This design comes from an exercise in tuning for small area, a short achievable clock period and few clock cycles on the open sky130 flow, not from production work.

== run B ==
## rle
module rle (
	clk,
	nreset,
	start,
	message_addr,
	message_size,
	rle_addr,
	rle_size,
	done,
        port_A_data_in,
        port_A_data_out,
        port_A_addr,
        port_A_we
	);
clock: 5.0 ns
lec_check: 0
cap_margin: 20
core_margin: 2
core_utilization: 40
slew_margin: 20
run.sh (not shown) runs the stock make flow with config.mk's settings and CLKGATE_MAP_FILE= SYNTH_SCRIPT=/design/flow/synth_recipe.tcl, a recipe that flattens the netlist after the stock synthesis.
Run B went all the way through synthesis, placement and routing and the layout is clean on timing, DRC and antenna.
Setup changes, run B to run C
- changing CORE_UTILIZATION from 40 to 50
- setting SETUP_SLACK_MARGIN to 2.0 for the first time
- NOTE: portion of the layout cell area used by non-clock buffers in run C exceeds that of run B
- The lower floorplan die area came out of run C.
- Compared with run B, run C has extra setup slack.
- Between run C and run B, the non-clock buffer count is lower for run B.
- Comparing total routed wirelength for run C and run B, the bigger number came from run C.
- Cell count: run C higher than run B
- Run B was routed with fewer vias than run C.
Function was not checked in any run of this note: the RTL went through the layout flow alone.

---

## build 20
Another version of the RTL of rle (not shown whole).
Size: ~1200 cells after synthesis, roughly 150 flip-flops, roughly 210 I/O pins, about 9100 um2 of cells after synthesis.
export LEC_CHECK = 0
export ABC_AREA = 1
export CAP_MARGIN = 20
export CORE_MARGIN = 2
export CORE_UTILIZATION = 60
export GPL_ROUTABILITY_DRIVEN = 0
export SETUP_SLACK_MARGIN = 2.2
export SLEW_MARGIN = 20
create_clock -name core_clock -period 5.0 [get_ports {clk}]
standard.sh (not shown) runs the stock make flow with config.mk's settings and CLKGATE_MAP_FILE= SYNTH_SCRIPT=/design/flow/synth_recipe.tcl, a recipe that flattens the netlist after the stock synthesis.
==> flow/flow/run.sh <==
#!/bin/bash
# The standard layout, with two changes:
# - every port is buffered by a plain buf_1 cell (the resizer may still size
#   it up) instead of the default delay buffer;
# - clock tree synthesis inserts no dummy loads.
set -euo pipefail
export BUFFER_PORTS_ARGS="-buffer_cell sky130_fd_sc_hd__buf_1"
export CTS_ARGS="-sink_clustering_enable -repair_clock_nets -dont_use_dummy_load -buf_list sky130_fd_sc_hd__clkbuf_8 -sink_clustering_size 20"
bash standard.sh > standard_flow.log 2>&1
Edits applied to the flow inputs when going from build 20 to build 33:
- GPL_ROUTABILITY_DRIVEN removed (was 0)
--- a/flow/flow/run.sh
+++ b/flow/flow/run.sh
@@ -6,4 +6,4 @@
 set -euo pipefail
 export BUFFER_PORTS_ARGS="-buffer_cell sky130_fd_sc_hd__buf_1"
-export CTS_ARGS="-sink_clustering_enable -repair_clock_nets -dont_use_dummy_load -buf_list sky130_fd_sc_hd__clkbuf_8 -sink_clustering_size 20"
+export CTS_ARGS="-sink_clustering_enable -repair_clock_nets -dont_use_dummy_load -buf_list sky130_fd_sc_hd__clkbuf_8 -sink_clustering_size 30 -sink_clustering_max_diameter 60"
 bash standard.sh > standard_flow.log 2>&1
Notes after the runs:
- Post-cts sizing count came out exactly the same in build 33 and build 20.
- Diff build 20 -> build 33: net count reported at finish neither gained nor lost much, sum of net half-perimeters after detailed placement shows no meaningful change, worst setup slack barely changed, register bit total from synthesis did not really move.
- Build 33: full flow OK, the timing, design-rule and antenna checks passed
- Diff build 20..build 33 | number of instances in the placed design | unchanged
Relative to build 33, the following input files were edited for build 16:
--- a/flow/flow/run.sh
+++ b/flow/flow/run.sh
@@ -6,4 +6,4 @@
 set -euo pipefail
 export BUFFER_PORTS_ARGS="-buffer_cell sky130_fd_sc_hd__buf_1"
-export CTS_ARGS="-sink_clustering_enable -repair_clock_nets -dont_use_dummy_load -buf_list sky130_fd_sc_hd__clkbuf_8 -sink_clustering_size 30 -sink_clustering_max_diameter 60"
+export CTS_ARGS="-sink_clustering_enable -repair_clock_nets -dont_use_dummy_load -buf_list sky130_fd_sc_hd__clkbuf_8 -sink_clustering_size 20"
 bash standard.sh > standard_flow.log 2>&1
==> comparison <==
Diff build 33..build 16 | number of vias per cell | unchanged. Post-layout net count came out exactly the same in build 16 and build 33. Area overhead of the layout relative to synthesis: build 16 vs build 33 identical. Between build 16 and build 33, the difference in post-route cell area is negligible. Comparing build 16 against build 33, there is no change at all in number of buffer cells added on primary ports. Diff build 33..build 16 | relative slew slack | unchanged. Compared with build 33, in build 16 number of enable-type register cells in the synthesized netlist barely changed; share of flip-flops with an asynchronous set or reset after synthesis flat.
No run of this note included a check of the RTL's function; only the layout flow was run.

afterwards: timing with drivers on the ports:
The flow's constraints put no driver on any port. The routed layouts listed below were extracted and timed again, unchanged, in two steps.
Step 1 (the two cells are an assumption about what drives the block):
set clk [get_ports {clk}]
set_driving_cell -lib_cell sky130_fd_sc_hd__clkbuf_16 $clk
set_driving_cell -lib_cell sky130_fd_sc_hd__buf_2 [delete_from_list [all_inputs] $clk]
Step 2 adds t to the input delays and takes it off the output delays; t is the mean of the earliest and latest rising clock arrival at the registers after step 1. Input paths then give back, and output paths get back, about the clock's delay inside the block.
Slacks: no drivers / after step 1 / after step 2; pairs: no drivers / after step 1.
run	t, ns	slack for setup (ns)	hold WS [ns]	latest minus earliest clock arrival (ns)
run B	0.475	0.788 / 0.808 / 0.333	0.521 / 0.521 / 0.521	0.013 / 0.013
run C	0.471	1.536 / 1.536 / 1.068	0.492 / 0.492 / 0.492	0.012 / 0.012
build 20	0.476	2.326 / 2.299 / 1.863	0.442 / 0.442 / 0.442	0.030 / 0.030
build 33	0.476	2.326 / 2.299 / 1.863	0.442 / 0.442 / 0.442	0.030 / 0.030
build 16	0.476	2.326 / 2.299 / 1.863	0.442 / 0.442 / 0.442	0.030 / 0.030
After both steps every run listed still meets setup and hold. The setup slack of run C, which loses most, moves by 0.000 ns with the drivers and by -0.468 ns with both steps.
